What follows belongs to an exercise in optimizing a design on an open flow for small area and a short achievable clock period; a production flow would make more cautious choices. Function was checked by simulation only, so behaviour that the tests miss may differ from the original. Power and IR drop assume default switching activity.

==> flow/design.v <==
`timescale 1ns / 1ps
module sumador (
    input [6:0] pc,
    output[6:0] pc_inc
    );	 
	 assign pc_inc = pc+1'b1;
endmodule
`timescale 1ns / 1ps
module mux #(parameter nbits = 7)(
	 input rst,
    input [nbits-1:0] msb,
    input [nbits-1:0] lsb,
    output reg [nbits-1:0] out,
    input dec
    );
	 always@(msb or lsb or dec or rst) begin
		if (rst == 1) out <= 0;
		else begin
			 if (dec == 0) begin
				out <= lsb;
			 end
			 else begin
				out <= msb;
			 end
		end	
	 end
endmodule
`timescale 1ns / 1ps
module mux4(
	 input rst,
    input [31:0] in00,
    input [31:0] in01,
    input [31:0] in02,
    input [31:0] in03,
    input [1:0] signal,
    output reg [31:0] out_mux4
    );
	always@(*) begin
		if (rst == 1) out_mux4 <= 0;
		else begin	
			 case(signal)
				2'b00: begin
							out_mux4 <= in00;
							end
				2'b01: begin
							out_mux4 <= in01;
							end
				2'b10: begin
							out_mux4 <= in02;
							end
				2'b11: begin
							out_mux4 <= in03;
							end
			endcase
		end
	end
endmodule
`timescale 1ns / 1ps
module alu #(parameter ANCHO_BUS = 32)( 
    input rst,
	 input [ANCHO_BUS-1:0] data1,  		 
	 input [ANCHO_BUS-1:0] data2,
	 input [3:0] operation,				 
    output reg[ANCHO_BUS-1:0] alu_result	 
	 );
	 always @(*) begin
		if (rst == 1) begin
			alu_result 	= 0;
		end
		else begin
			case(operation)
				4'b0000: begin
							alu_result = data1 & data2;
							end
				4'b0001: begin
							alu_result = data1 | data2; 
							end
				4'b0010: begin
							alu_result = data1 + data2;  
							end
				4'b0100: begin
							alu_result = data1 ^ data2;  
							end
				4'b0101: begin
							alu_result = ~(data1 | data2);   
							end
				4'b0110: begin
							alu_result = data1 - data2;  
							end
				4'b1001: begin
							alu_result = data1 ^ data2;  
							end
				4'b0111: begin
								if(data1 < data2)
									begin
										alu_result = 0;
									end
								else
									begin
										alu_result = 1;
									end
							end
				default :begin 
								alu_result = 0;
							end
			endcase
		end
	end
endmodule
`timescale 1ns / 1ps
module alu_ctrl(
    input [3:0] ff,
    input [5:0] aluOp,
    output reg [3:0] operation
    );
	 always @(*) begin
		if(aluOp[5]) begin
			case (aluOp[4:2]) 
				3'b000: begin
						  operation <= 4'b0010;  
						  end
				3'b001: begin
						  operation <= 4'b0010;  
						  end
				3'b010: begin
						  operation <= 4'b0111;  
						  end
				3'b011: begin
						  operation <= 4'b0111;  
						  end
				3'b100: begin
						  operation <= 4'b0000;  
						  end
				3'b101: begin
						  operation <= 4'b0001;  
						  end
				3'b110: begin
						  operation <= 4'b0110;  
						  end
				3'b111: begin
						  operation <= 4'b0010;  
						  end
			endcase
		end
		else begin
			operation[0] <= (ff[0] || ff[3]) && (aluOp[1]);
			operation[1] <= ~(ff[2]) || ~(aluOp[1]);
			operation[2] <= (aluOp[1] && ff[1]) || aluOp[0];
			operation[3] <= 0;
		end
	end 
endmodule
`timescale 1ns / 1ps
module branch_sum  #(parameter PC_WIDE = 7)(
    input rst,
	 input [5:0]opcode,
	 input [31:0] d1,
	 input [31:0] d2,
	 input [PC_WIDE - 1:0] pc_next,
    input [6:0] pc_branch,
	 output reg taken,
    output reg [PC_WIDE - 1:0] branch_pc
    );
	localparam BEQ = 6'b000100;
	localparam BNE = 6'b000101;
	localparam JUMP = 6'b000010;
	always @(*) begin
		if (rst == 1) begin
			branch_pc <= 0;
			taken <= 0;
		end
		else begin
			case(opcode)
				BEQ: begin
							if(d1 == d2) begin
								branch_pc <= pc_next + pc_branch[PC_WIDE - 1:0];
								taken <= 1;
							end
							else begin
								taken <= 0;
								branch_pc <= 0;
							end
						end
				BNE: begin
							if(d1 != d2) begin
								branch_pc <= pc_next + pc_branch[PC_WIDE - 1:0];
								taken <= 1;
							end
							else begin
								taken <= 0;
								branch_pc <= 0;
							end
						end
				JUMP: begin
							branch_pc <= pc_branch;
							taken <= 1;
						end
				default: begin
								branch_pc <= 0;
								taken <= 0;
						end
			endcase
		end
	end
endmodule
`timescale 1ns / 1ps
module forwarding(
    input [4:0] rs,
    input [4:0] rt,
	 input [4:0] dst_ex,
    input [4:0] dst_mem,
    input [4:0] dst_wb,
	 input wb_ex,
    input wb_mem,
    input wb_wb,
    output [1:0] cortoA,
    output [1:0] cortoB
    );
	wire x,y,z,i,j,k;
	assign x = ((rs[0]~^dst_ex[0]) & (rs[1]~^dst_ex[1]) & (rs[2]~^dst_ex[2]) & (rs[3]~^dst_ex[3]) & (rs[4]~^dst_ex[4])) & wb_ex;
	assign y = ((rs[0]~^dst_mem[0]) & (rs[1]~^dst_mem[1]) & (rs[2]~^dst_mem[2]) & (rs[3]~^dst_mem[3]) & (rs[4]~^dst_mem[4])) & wb_mem;
	assign z = ((rs[0]~^dst_wb[0]) & (rs[1]~^dst_wb[1]) & (rs[2]~^dst_wb[2]) & (rs[3]~^dst_wb[3]) & (rs[4]~^dst_wb[4])) & wb_wb;
	assign cortoA[0] = x | (z & ~y);
	assign cortoA[1] = ~x & (z | y);
	assign i = ((rt[0]~^dst_ex[0]) & (rt[1]~^dst_ex[1]) & (rt[2]~^dst_ex[2]) & (rt[3]~^dst_ex[3]) & (rt[4]~^dst_ex[4])) & wb_ex;
	assign j = ((rt[0]~^dst_mem[0]) & (rt[1]~^dst_mem[1]) & (rt[2]~^dst_mem[2]) & (rt[3]~^dst_mem[3]) & (rt[4]~^dst_mem[4])) & wb_mem;
	assign k = ((rt[0]~^dst_wb[0]) & (rt[1]~^dst_wb[1]) & (rt[2]~^dst_wb[2]) & (rt[3]~^dst_wb[3]) & (rt[4]~^dst_wb[4])) & wb_wb;
	assign cortoB[0] = i | (k & ~j);
	assign cortoB[1] = ~i & (k | j);
endmodule
`timescale 1ns / 1ps
module hazard(
    input [9:0] instruction,
    input [4:0] rt_ex,
    input mem_to_reg_ex,
    output reg stop
    );
	wire cond1, cond2;
	assign cond1 = instruction[9:5]~^(rt_ex);
	assign cond2 = instruction[4:0]~^(rt_ex);
	always @(*) begin 
		stop = (cond1 | cond2) & mem_to_reg_ex;
	end
endmodule
`timescale 1ns / 1ps
module register_bank(
	 input clk,
	 input rst,
    input [4:0]read_register1,	 
	 input [4:0]read_register2,	 
	 input [4:0]write_register,			 
	 input [31:0]write_data,		 
	 input Reg_write,					 
	 output [31:0] busA,
    output [31:0] busB,
	 output wire [1023:0] registros
    );
	reg [31:0] registers [31:0];
	genvar g;
	generate
		for (g = 0; g < 32; g = g + 1) begin : regs
			assign registros[32*g+31:32*g] = registers[g];
			always @(posedge clk or posedge rst) begin
				if (rst == 1) registers[g] <= 0;
				else if (Reg_write == 1 && write_register == g) registers[g] <= write_data;
			end
		end
	endgenerate
	assign busA = registers[read_register1];
	assign busB = registers[read_register2];
endmodule
`timescale 1ns / 1ps
module sign_extended(
	 input rst,
    input [15:0] offset,
    output [31:0] extension
    );
	 assign extension = (rst == 1) ? 32'd0 : {{16{offset[15]}},offset};
endmodule
`timescale 1ns / 1ps
module ctrl_unit(
	 input rst,
	 input ena,
    input [5:0] opcode,
	 output reg Branch,
	 output reg MemWrite,
	 output reg MemtoReg,
	 output reg RegDst,
	 output reg RegWrite,
	 output reg ALUSrc,
	 output reg [5:0] AluOp
	);
	wire load, store, i_type, b_type, r_type, j;
	assign load		= (~opcode[3]) && (~opcode[4]) && opcode[5];
	assign store	= opcode[3] && (~opcode[4]) && opcode[5];
	assign i_type	= opcode[3] && (~opcode[4]) && (~opcode[5]);
	assign b_type	= (~opcode[1])&&opcode[2]&&(~opcode[3])&&(~opcode[4])&&(~opcode[5]);
	assign r_type	= (~opcode[0])&&(~opcode[1])&&(~opcode[2])&&(~opcode[3])&&(~opcode[4])&&(~opcode[5]);
	assign j 		= (~opcode[0])&&(opcode[1])&&(~opcode[2])&&(~opcode[3])&&(~opcode[4])&&(~opcode[5]);
	always @(*) begin
		Branch 	= 0;
		MemWrite = 0;
		MemtoReg = 0;
		RegDst 	= 0;
		RegWrite = 0;
		ALUSrc 	= 0;
		AluOp 	= 0;
		if (rst == 0 && ena && opcode != 6'b111111) begin
			Branch 		= (~load) && (~store) && (~r_type) && b_type && (~i_type) && (~j);
			MemWrite 	= (~load) && store && (~r_type) && (~b_type) && (~i_type) && (~j);
			MemtoReg 	= load && (~r_type) && (~i_type);
			RegDst 		= (~load) && (r_type) && (~i_type);
			RegWrite 	= (load || r_type || i_type) &&(~store) && (~b_type);
			ALUSrc 		= (load || store || i_type) && (~r_type) && (~b_type);
			AluOp[0] 	= (~load) && (~store) && (~r_type) && (b_type || i_type);
			AluOp[1] 	= (r_type || i_type) && (~load) && (~store) && (~b_type);
			AluOp[2] 	= opcode[0];
			AluOp[3] 	= opcode[1];
			AluOp[4] 	= opcode[2];
			AluOp[5] 	= opcode[3] & (~opcode[5]);  
		end
	end
endmodule
`timescale 1ns / 1ps
module decode_stage(
	 input clk,
	 input rst,
	 input ena,
	 input stop,
	 input reg_write_in,
	 input [31:0] instruccion,
    input [4:0] WR,
    input [31:0] WD,
    output [31:0] data1,
    output [31:0] data2,
    output [31:0] ext_sig,
	 output [11:0] palabra_salida,
	 output wire [1023:0] registros
    ); 
	 wire [5:0] alu_op;
	 wire branch, mem_write, mem_to_reg, reg_dst, reg_write_out, alu_src;
	 register_bank banco (
		.clk(clk),
		.rst(rst),
		.read_register1(instruccion[25:21]), 
		.read_register2(instruccion[20:16]), 
		.write_register(WR), 
		.write_data(WD), 
		.Reg_write(reg_write_in), 
		.busA(data1), 
		.busB(data2),
		.registros(registros)
	);
	sign_extended extension_signo (
		.rst(rst),
		.offset(instruccion[15:0]), 
		.extension(ext_sig)
	);
	ctrl_unit unidad_control (
		.rst(rst),
		.ena(ena),
		.opcode(instruccion[31:26]),
		.Branch(branch),
		.MemWrite(mem_write), 
		.MemtoReg(mem_to_reg), 
		.RegDst(reg_dst), 
		.RegWrite(reg_write_out), 
		.ALUSrc(alu_src), 
		.AluOp(alu_op)
	);
	wire [11:0] word;
	assign word = {branch, mem_write, mem_to_reg, reg_dst, reg_write_out, alu_src, alu_op[5:0]};
	mux #(.nbits(12)) mux1(
		.rst(rst),
		.dec(stop),
		.msb(12'b0),
		.lsb(word),
		.out(palabra_salida)
	);	
endmodule
`timescale 1ns / 1ps
module fetch_stage(
	 input wire clk,
	 input wire dec,
	 input rst,
	 input enbl,
    input [6:0] pc_mux,
    output [6:0] pc_out,
    output [31:0] DR,
	 output [6:0] imem_addr,
	 input [31:0] imem_data
    );
	 wire [6:0] pc_in;
	 wire [6:0] pc_inc;
	 wire [6:0] pc_next;
	 reg [6:0] PC;
	mux mux1(
		.rst(rst),
		.dec(dec),
		.msb(pc_mux),
		.lsb(pc_inc),
		.out(pc_in)
	);
	mux #(.nbits(32))branches(
		.rst(rst),
		.dec(dec),
		.msb(32'b11111100000000000000000000000000),
		.lsb(imem_data),  
		.out(DR)
	);
	sumador sum (
		.pc(PC), 
		.pc_inc(pc_inc)
	);
	assign pc_next = enbl ? pc_in : PC;
	sumador sum_out (
		.pc(pc_next), 
		.pc_inc(pc_out)
	);
	assign imem_addr = PC;
	always@(posedge clk or posedge rst)
	if (rst == 1) PC <= 0;
	else PC <= pc_next;
endmodule
`timescale 1ns / 1ps
module latch_ex(
    input clk,
	 input rst,
	 input alu_src,
    input [5:0] alu_op,
    input reg_dst,
    output reg alu_src_reg,
    output reg [5:0] alu_op_reg,
    output reg reg_dst_reg
    );
	always @(posedge clk or posedge rst) begin
		if (rst == 1) begin
			alu_src_reg	<= 0;
			alu_op_reg 	<= 0;
			reg_dst_reg <= 0;
		end
		else begin
			alu_src_reg	<= alu_src;
			alu_op_reg 	<= alu_op;
			reg_dst_reg <= reg_dst;
		end
	end
endmodule
`timescale 1ns / 1ps
module latch_m(
	 input clk,
	 input rst,
    input mem_write,
    output reg mem_write_reg
    );
	always @(posedge clk or posedge rst) begin
		if (rst == 1) begin
			mem_write_reg	<= 0;
		end
		else begin
			mem_write_reg	<= mem_write;
		end
	end	
endmodule
`timescale 1ns / 1ps
module latch_wb(
	 input clk,
	 input rst,
    input reg_write,
    input mem_to_reg,
    output reg reg_write_reg,
    output reg mem_to_reg_reg
    );
	 always @(posedge clk or posedge rst) begin
		if (rst == 1)  begin
				reg_write_reg <= 0;
				mem_to_reg_reg <= 0;
		end
		else begin	
				reg_write_reg <= reg_write;
				mem_to_reg_reg <= mem_to_reg;
		end
	 end
endmodule
`timescale 1ns / 1ps
module latch_if_id(
    input clk,
	 input rst,
	 input ena,
	 input stop,
	 input [6:0] next_pc,
    input [31:0] instruction,
	 output reg ena_if_id_reg,
    output reg [6:0] next_pc_reg,
    output reg [31:0] instruction_reg
    );
	always @(posedge clk or posedge rst) begin
		if (rst == 1) begin
			next_pc_reg 		<= 0;
			instruction_reg 	<= 0;
			ena_if_id_reg		<= 0;
		end
		else begin
			if(~stop) begin
				next_pc_reg 		<= next_pc;
				instruction_reg 	<= instruction;
				ena_if_id_reg		<= ena;
			end
		end
	end
endmodule
`timescale 1ns / 1ps
module latch_id_ex(
    input [5:0] alu_op,
    input reg_dst,
    input alu_src,
    input mem_write,
    input reg_write,
    input mem_to_reg,
    input [31:0] data1,
    input [31:0] data2,
    input [31:0] sign_extend,
    input [4:0] reg1,
    input [4:0] reg2,
    input clk,
	 input rst,
	 output [5:0] alu_op_reg,
    output reg_dst_reg,
    output alu_src_reg,
    output mem_write_reg,
    output reg_write_reg,
    output mem_to_reg_reg,
    output reg[31:0] data1_reg,
    output reg[31:0] data2_reg,
    output reg[31:0] sign_extend_reg,
    output reg[4:0] reg1_reg,
    output reg[4:0] reg2_reg
    );
	 latch_ex ex (
		.clk(clk),
		.rst(rst),		
		.alu_src(alu_src), 
		.alu_op(alu_op), 
		.reg_dst(reg_dst), 
		.alu_src_reg(alu_src_reg), 
		.alu_op_reg(alu_op_reg), 
		.reg_dst_reg(reg_dst_reg)
	);
	 latch_m m (
		.clk(clk),
		.rst(rst),		
		.mem_write(mem_write),
		.mem_write_reg(mem_write_reg)
	);
	 latch_wb wb (
		.clk(clk),
		.rst(rst),		
		.reg_write(reg_write), 
		.mem_to_reg(mem_to_reg), 
		.reg_write_reg(reg_write_reg), 
		.mem_to_reg_reg(mem_to_reg_reg)
	);
	always@(posedge clk or posedge rst) begin
		if (rst == 1) 	begin
			data1_reg <= 0;
			data2_reg <= 0;
			sign_extend_reg <= 0;
			reg1_reg <= 0;
			reg2_reg <= 0;
		end
		else begin
			data1_reg <= data1;
			data2_reg <= data2;
			sign_extend_reg <= sign_extend;
			reg1_reg <= reg1;
			reg2_reg <= reg2;
		end
	end
endmodule
`timescale 1ns / 1ps
module latch_ex_m(
    input mem_to_reg,
    input reg_write,
    input mem_write,
    input [31:0] alu_result,
    input [31:0] data2,
    input [4:0] dst,
	 input clk,
	 input rst,
	 output mem_to_reg_reg,
    output reg_write_reg,
    output mem_write_reg,
    output reg [31:0] alu_result_reg,
    output reg [31:0] data2_reg,
    output reg [4:0] dst_reg
    );
	latch_m m (
		.clk(clk),
		.rst(rst),
		.mem_write(mem_write),  
		.mem_write_reg(mem_write_reg)
	);
	 latch_wb wb (
		.clk(clk),
		.rst(rst),
		.reg_write(reg_write), 
		.mem_to_reg(mem_to_reg), 
		.reg_write_reg(reg_write_reg), 
		.mem_to_reg_reg(mem_to_reg_reg)
	);
	always@(posedge clk or posedge rst) begin
		if (rst == 1) begin
			data2_reg <= 0;
			alu_result_reg <= 0;
			dst_reg <= 0;
		end
		else begin
				data2_reg <= data2;
				alu_result_reg <= alu_result;
				dst_reg <= dst;
		end
	end
endmodule
`timescale 1ns / 1ps
module latch_m_wb(
    input reg_write,
    input mem_to_reg,
    input [31:0] alu_result,
    input [31:0] data_load,
    input [4:0] dst,
    input clk,
	 input rst,
	 output reg_write_reg,
    output mem_to_reg_reg,
    output reg [31:0] alu_result_reg,
    output reg [31:0] data_load_reg,
    output reg [4:0] dst_reg
    );
	latch_wb wb (
		.clk(clk),
		.rst(rst), 
		.reg_write(reg_write), 
		.mem_to_reg(mem_to_reg), 
		.reg_write_reg(reg_write_reg), 
		.mem_to_reg_reg(mem_to_reg_reg)
	);
	always@(posedge clk or posedge rst) begin
		if (rst == 1) begin
			alu_result_reg <= 0;
			data_load_reg <= 0;
			dst_reg <= 0;
		end
		else begin
			alu_result_reg <= alu_result;
			data_load_reg <= data_load;
			dst_reg <= dst;
		end
	end
endmodule
`timescale 1ns / 1ps
module execute_stage(
    input rst,
	 input alu_src,
    input [5:0] alu_op,
    input reg_dst,
    input [31:0] data1,
    input [31:0] data2,
    input [31:0] sign_extend,
    input [4:0] reg1,
    input [4:0] reg2,
    output [31:0] alu_result,
    output [31:0] data2_out,
    output [4:0] dst
    );
	 wire [3:0]  wire_operation;
	 wire [31:0] wire_data2;
	 assign data2_out = data2;
	 alu alu_instance (
		.rst(rst),
		.data1(data1), 
		.data2(wire_data2), 
		.operation(wire_operation), 
		.alu_result(alu_result)
	 );
	 alu_ctrl alu_ctrl_instance (
		.ff(sign_extend[3:0]), 
		.aluOp(alu_op), 
		.operation(wire_operation)
	 );
	 mux #(.nbits(32)) mux_data(
		.rst(rst),
		.msb(sign_extend), 
		.lsb(data2), 
		.out(wire_data2), 
		.dec(alu_src)
	 );
	 mux #(.nbits(5)) mux_reg(
		.rst(rst),
		.msb(reg2), 
		.lsb(reg1), 
		.out(dst), 
		.dec(reg_dst)
	 );
endmodule
`timescale 1ns / 1ps
module wb_stage(
	 input rst,
    input mem_to_reg,
    input [31:0] data_in,
    input [31:0] dir,
    output [31:0] data_out
    );
	 mux #(.nbits(32)) wb_mux(
		.rst(rst),
		.msb(data_in),	 
		.lsb(dir), 		 
		.out(data_out), 
		.dec(mem_to_reg)
	);
endmodule
`timescale 1ns / 1ps
module pipeline(
		input wire clk,
		input wire rst,
		output wire [6:0] imem_addr,
		input wire [31:0] imem_data,
		output wire [6:0] dmem_addr,
		output wire [31:0] dmem_wdata,
		output wire dmem_we,
		input wire [31:0] dmem_rdata,
		output wire [1023:0] registros
		);
	 wire enable;
	 assign enable = 1'b1;
	 wire stop;
	 wire [6:0] pc_out;
	 wire [6:0] branch_pc ;
	 wire [31:0] DR;
	 wire stop_enable;
	 wire [31:0] data1;
	 wire [31:0] data2;
	 wire [31:0] ext_sig;
	 wire [11:0] palabra;
	 wire taken;
	 assign stop_enable = enable & (~stop);
	fetch_stage ifetch_instance (
		.clk(clk),
		.dec(taken),  
		.rst(rst), 
		.enbl(stop_enable),
		.pc_mux(branch_pc),  
		.pc_out(pc_out),   
		.DR(DR),  
		.imem_addr(imem_addr),
		.imem_data(imem_data)
	); 
	 wire ena_id;
	 wire [6:0] next_pc_reg;
	 wire [31:0] instruction_reg;
	 latch_if_id if_id_instance (
		.clk(clk),  
		.rst(rst),
		.ena(enable),
		.stop(stop),
		.next_pc(pc_out),  
		.instruction(DR),  
		.ena_if_id_reg(ena_id),  
		.next_pc_reg(next_pc_reg),  
		.instruction_reg(instruction_reg)  
	);
	 wire reg_write_in;
	 wire [4:0] WR;
	 wire [31:0] WD;
	 decode_stage decode_instance (
		.clk(clk), 
		.rst(rst),
		.stop(stop),
		.ena(ena_id),
		.reg_write_in(reg_write_in),  
		.instruccion(instruction_reg),  
		.WR(WR),  
		.WD(WD),  
		.data1(data1),  
		.data2(data2),  
		.ext_sig(ext_sig),  
		.palabra_salida(palabra),  
		.registros(registros)
	);
	wire [31:0] cortoA_out;
	wire [31:0] cortoB_out;
	branch_sum next_hop (
		.rst(rst),
		.opcode(instruction_reg[31:26]),
		.d1(cortoA_out),
		.d2(cortoB_out),
		.pc_next(next_pc_reg), 
		.pc_branch(ext_sig[6:0]), 
		.taken(taken),
		.branch_pc(branch_pc)
	 );
	 wire [31:0] data1_ex;
	 wire [31:0] data2_ex;
	 wire [31:0] sign_extend_ex;
	 wire mem_write_ex;
	 wire mem_to_reg_ex;
	 wire reg_dst_ex;
	 wire reg_write_ex;
	 wire alu_src_ex;
	 wire [5:0] alu_op_ex;
	 wire [4:0] reg1_ex;
	 wire [4:0] reg2_ex;
	latch_id_ex id_ex_instance (
		.alu_op(palabra[5:0]),  
		.reg_dst(palabra[8]),  
		.alu_src(palabra[6]),  
		.mem_write(palabra[10]),  
		.reg_write(palabra[7]),  
		.mem_to_reg(palabra[9]),  
		.data1(cortoA_out),  
		.data2(cortoB_out),  
		.sign_extend(ext_sig),  
		.reg1(instruction_reg[20:16]),   
		.reg2(instruction_reg[15:11]),  
		.clk(clk),  
		.rst(rst),
		.alu_op_reg(alu_op_ex),  
		.reg_dst_reg(reg_dst_ex),  
		.alu_src_reg(alu_src_ex),  
		.mem_write_reg(mem_write_ex),  
		.reg_write_reg(reg_write_ex),  
		.mem_to_reg_reg(mem_to_reg_ex),  
		.data1_reg(data1_ex),  
		.data2_reg(data2_ex),  
		.sign_extend_reg(sign_extend_ex),  
		.reg1_reg(reg1_ex),  
		.reg2_reg(reg2_ex)
	);
	wire [1:0] cortoA;
	wire [1:0] cortoB;
	wire [31:0] alu_result;
	wire [31:0] data2_out;
	wire [4:0] dst;
	execute_stage execute_instance (
		.rst(rst),
		.alu_src(alu_src_ex),  
		.alu_op(alu_op_ex),  
		.reg_dst(reg_dst_ex),  
		.data1(data1_ex),  
		.data2(data2_ex),  
		.sign_extend(sign_extend_ex),  
		.reg1(reg1_ex),  
		.reg2(reg2_ex),  
		.alu_result(alu_result),  
		.data2_out(data2_out),  
		.dst(dst)  
	);
	wire mem_to_reg_m; 
   wire reg_write_m; 
	wire mem_write_m; 
	wire [31:0] alu_result_m; 
	wire [31:0] data2_m; 
	wire [4:0] dst_m;
	latch_ex_m ex_m_instance (
		.mem_to_reg(mem_to_reg_ex),  
		.reg_write(reg_write_ex),  
		.mem_write(mem_write_ex),  
		.alu_result(alu_result),  
		.data2(data2_out),  
		.dst(dst),  
		.clk(clk),  
		.rst(rst),
		.mem_to_reg_reg(mem_to_reg_m),  
		.reg_write_reg(reg_write_m),  
		.mem_write_reg(mem_write_m),  
		.alu_result_reg(alu_result_m),  
		.data2_reg(data2_m),  
		.dst_reg(dst_m)  
	);
	wire [31:0] data_out;
	assign dmem_addr = alu_result_m[6:0];
	assign dmem_wdata = data2_m;
	assign dmem_we = mem_write_m;
	assign data_out = dmem_rdata;
	wire mem_to_reg_wb;
	wire [31:0] alu_result_wb;
	wire [31:0] data_load_wb;
	latch_m_wb m_wb_instance (
		.reg_write(reg_write_m),  
		.mem_to_reg(mem_to_reg_m),  
		.alu_result(alu_result_m),  
		.data_load(data_out),  
		.dst(dst_m),  
		.clk(clk),  
		.rst(rst),
		.reg_write_reg(reg_write_in),  
		.mem_to_reg_reg(mem_to_reg_wb),  
		.alu_result_reg(alu_result_wb),  
		.data_load_reg(data_load_wb),  
		.dst_reg(WR)  
	);
	wb_stage wb_instance (
		.rst(rst),
		.mem_to_reg(mem_to_reg_wb),  
		.data_in(data_load_wb),  
		.dir(alu_result_wb),  
		.data_out(WD)  
	);
	forwarding unidadCorto(
		.rs(instruction_reg[25:21]), 
		.rt(instruction_reg[20:16]), 
		.dst_ex(dst),
		.dst_mem(dst_m), 
		.dst_wb(WR),
		.wb_ex(reg_write_ex),
		.wb_mem(reg_write_m), 
		.wb_wb(reg_write_in), 
		.cortoA(cortoA), 
		.cortoB(cortoB)
	);
	mux4 rs_cortoA (
		.rst(rst),
		.in00(data1), 
		.in01(alu_result), 
		.in02(alu_result_m), 
		.in03(WD), 
		.signal(cortoA), 
		.out_mux4(cortoA_out)
	);
	mux4 rt_cortoB (
		.rst(rst),
		.in00(data2), 
		.in01(alu_result), 
		.in02(alu_result_m), 
		.in03(WD), 
		.signal(cortoB), 
		.out_mux4(cortoB_out)
	);
	hazard data_hazard_instance (
		.instruction(instruction_reg[25:16]), 
		.rt_ex(reg1_ex), 
		.mem_to_reg_ex(mem_to_reg_ex), 
		.stop(stop)
	);
endmodule
==> flow/run.sh <==
#!/bin/bash
# synth_recipe.tcl (not shown) runs the flow's synth.tcl, then flattens the netlist and writes it again
# the make line also repeats each setting of config.mk as NAME=value (left out here)
make -C /OpenROAD-flow-scripts/flow DESIGN_CONFIG=/design/flow/config.mk WORK_HOME=/design/flow/orfs CLKGATE_MAP_FILE= SYNTH_SCRIPT=/design/flow/synth_recipe.tcl finish
==> flow/config.mk <==
export PLATFORM = sky130hd
export DESIGN_NAME = pipeline
export DESIGN_NICKNAME = pipeline
export VERILOG_FILES = /design/flow/design.v
export SDC_FILE = /design/flow/constraint.sdc
export NUM_CORES = 4
export LEC_CHECK = 0
export CAP_MARGIN = 20
export CORE_MARGIN = 2
export CORE_UTILIZATION = 30
export SLEW_MARGIN = 20
==> flow/constraint.sdc <==
create_clock -name core_clock -period 9.0 [get_ports {clk}]
set_input_delay 1.8000 -clock core_clock [delete_from_list [all_inputs] [get_ports {clk}]]
set_output_delay 1.8000 -clock core_clock [all_outputs]
set_load 0.01 [all_outputs]
==> metrics.cfg <==
[outcome]
status = complete, no violations

[logic_synthesis]
synth_top_area_frac = 0.466
yosysSeqAreaShare = 0.466
async_reset_ff_frac = 1.00
synthXorXnorAreaFrac = 0.00854
synth.largest_area_cell = dfrtp_1
synth_cell_type_count = 125
netlist_instances = 7982
synth_nets = 8156
yosys.area_share.simple = 0.199
synth_edf_count = 0
yosysWarningCount = 20
post-synth-top-count-cell = nand2_1
synthAdderAreaFrac = 0.0195
ys_ff_latch = 1315
syn_avg_cell_area_sq_um = 8.84
synth_commonest_cells = 1358 x nand2_1, 1315 x dfrtp_1, 1178 x o21ai_0
synth-main-ff-cell = dfrtp_1
synth.area.top_cells = dfrtp_1 47%, o21ai_0 8.4%, nand2_1 7.2%
synthMuxAreaShare = 0.0117
synth_compound_area_frac = 0.244
synth_top_family_by_area = compound AO/OA/AOI/OAI gates
syn_area_sq_mm = 0.0706

[timing]
hold_viol = 0
finalCritPeriodShare = 0.927
slew_violations = 0
worst_pin_slew_ps = 1410
min_period_ps = 8350
setup_tns_ps = 0
clock.fmax_mhz = 120
skew_ps = 80.1
setup_viol = 0
rsz0062_at_grt = false
slew_headroom = 0.0582
setup_slack_ps = 654

[cts]
clockRootBuffer = clkbuf_16
clk_pin_slew_ps = 70
post_cts_buffers = 0
h-tree-depth = 4
cts_made_buffers = 157
clk_path_buf_depth = 3
clkLatencyLatePin_ps = 880
tritoncts = built
numClockSinks = 1315
cts_resized = 0
hold_buffers = 0

[floorplan]
start_util = 0.301
num_rows = 178
core_sq_mm = 0.235
die_area_sq_mm = 0.239
dieHeight_um = 489
fp.dieW_um = 489
pin_count = 1137

[layout]
largest_reg_flops = 1024
fin_util = 0.394
multi_input_area_sq_mm = 0.0352
syn2layout_area_growth_pct = 30.9
stdcell_count = 12200
top_register = decode_instance.banco.registers
nNetsFinal = 9051
drive_above_1_share = 0.100
n_fill_cell = 23300
final_area_sq_mm = 0.0924
seqCellArea_sq_mm = 0.0329

[critical_path]
cp.arrival_ps = 9050
critPathKind = reg2reg
critPathCaptureType = flop
cp_max_fo = 38
critPathLaunchType = flop
critPathRequiredTime_ps = 9710

[route]
finalWirelength_mm = 581
vias_per_cell = 6.77
drcViolationCount = 0
wl_per_cell_um = 47.6
drtAntennaViolNets = 0
drt-pass1-iter-count = 11
via_count = 82600
drt-initial-drc-count = 14400

[global_routing]
first_global_vias = 75500
grt_usage = 0.470
grt_overflow = 0
grt_max_degree = 156
antenna_found_initial = 93
grt_pass1_wl_mm = 751

[power_and_ir_drop]
peakVddDrop_mv = 0.212
power.clock.fraction = 0.295
seqPwrFrac = 0.377
leakage_nw = 41.2
p_int_mw = 13.9
p_comb_frac = 0.328
p_sw_mw = 10.3
sw_frac_of_total = 0.424
power.density_mw_per_mm2 = 262

[min_path]
hp-class = reg2reg

[placed_design]
place_area_sq_mm = 0.0865
hpwl_mm = 421
placed_cells = 11900
io_buffer_count = 1136
pre_cts_slack_ps = 397
routabilityCongestion = 1.06

[flow_run]
maxCapViolations = 0

[final cells by class]
class,instances,area share
Inverter,128,0.00529
Multi-Input combinational cell,5812,0.381
Clock buffer,211,0.0477
Tap cell,3150,0.0427
Clock inverter,72,0.0131
Timing Repair Buffer,1463,0.152
Sequential cell,1315,0.356
Antenna cell,49,0.00133
[cells in the final DEF, fill, tap and decap left out, types with 62 or more instances in the layout]
master / count
a22oi_1: 507
buf_4: 311
clkbuf_16: 160
nor3_1: 72
ha_1: 100
nand3_1: 280
nor2_4: 68
nor2_1: 244
clkdlybuf4s50_1: 1135
a21oi_1: 167
dfrtp_1: 1304
a2111oi_0: 88
mux2i_1: 62
and3_1: 317
o21ai_0: 1176
nand2_1: 1323
a22o_1: 76
a221oi_1: 75
inv_1: 125
nand4_1: 166
[final timing paths]
kind,startpoint,end,slack [ps],cells past startpoint
worst max-delay path,if_id_instance.instruction_reg[22]$_DFFE_PP0N_,if_id_instance.next_pc_reg[6]$_DFFE_PP0N_,650,22
worst min-delay path,ex_m_instance.wb.mem_to_reg_reg$_DFF_PP0_,m_wb_instance.wb.mem_to_reg_reg$_DFF_PP0_,350,0
worst max register to register,if_id_instance.instruction_reg[22]$_DFFE_PP0N_,if_id_instance.next_pc_reg[6]$_DFFE_PP0N_,650,22
worst min register to register,ex_m_instance.wb.mem_to_reg_reg$_DFF_PP0_,m_wb_instance.wb.mem_to_reg_reg$_DFF_PP0_,350,0
max in group asynchronous,rst,decode_instance.banco.registers[3][31]$_DFFE_PP0P_,3660,7
min in group asynchronous,rst,m_wb_instance.data_load_reg[10]$_DFF_PP0_,1130,2
[power groups by stage]
| stage | Clock (mW) | Combinational (mW) | Sequential [mW] |
|---|---|---|---|
| 2_1_floorplan | 0 | 3.25 | 7.99 |
| 3_3_place_gp | 0 | 7.54 | 9.01 |
| 3_5_place_dp | 0 | 7.56 | 8.98 |
| 4_1_cts | 7.12 | 7.60 | 8.90 |
| 5_1_grt | 7.35 | 8.20 | 9.01 |
| 6_report | 7.13 | 7.93 | 9.13 |
[worst max-delay path, stage by stage, from the launching register on]
cell       delay (ps)
dfrtp_4           940
nand3_1           700
nor2_4            940
buf_4             700
a22oi_1           130
and3_1            250
a31oi_1           990
o21ai_0           350
o21ai_0           250
a21bo_2           160
a32oi_1           150
buf_4             180
and4_1            190
buf_4             140
and4_1            180
o2111ai_4         450
nand2_1           170
o221a_4           300
o21ai_4           150
ha_2              200
and4b_1           270
a31oi_1           130
o31ai_2           230
[cell families after synthesis]
kind of cell / Yosys count
mux: 80
compound gates: 2627
xor+xnor: 68
fa+ha+maj: 108
simple gates: 2929
flops: 1315
buf+inv: 855
[layer usage]
layer | global-route usage | share of wire
met1 | 0.552 | 0.36
met2 | 0.637 | 0.39
met3 | 0.236 | 0.15
met4 | 0.383 | 0.10
met5 | 0.0117 | 0.0010
[stage by stage]
stage          hold WS (ps)  power [mW]
2_1_floorplan           331        11.2
3_3_place_gp            337        16.5
3_5_place_dp            337        16.5
4_1_cts                 353        23.6
5_1_grt                 353        24.6
6_report                354        24.2

==> port drivers added, routing unchanged <==
The flow's constraints put no driver on any port. The routed layout listed below was extracted and timed again, unchanged, in two steps.
Step 1 sets driving cells, clkbuf_16 on the clock port and buf_2 on the other inputs (assumed; they add their load-dependent delay and slew).
Step 2 times the ports against the registers' clock, not the clock port: input delays grow and output delays shrink by t, the midpoint of the rising clock arrivals with the driver on.
a / b / c = no drivers / after step 1 / after step 2; a / b = the first two.
t (ns): 0.950
setup WS [ns]: 0.654 / 0.654 / 0.172
worst setup path after step 2: input to register
After both steps setup and hold are still met in this run. For this run, drivers alone change the setup slack by 0.000 ns; drivers and shift together by -0.482 ns.
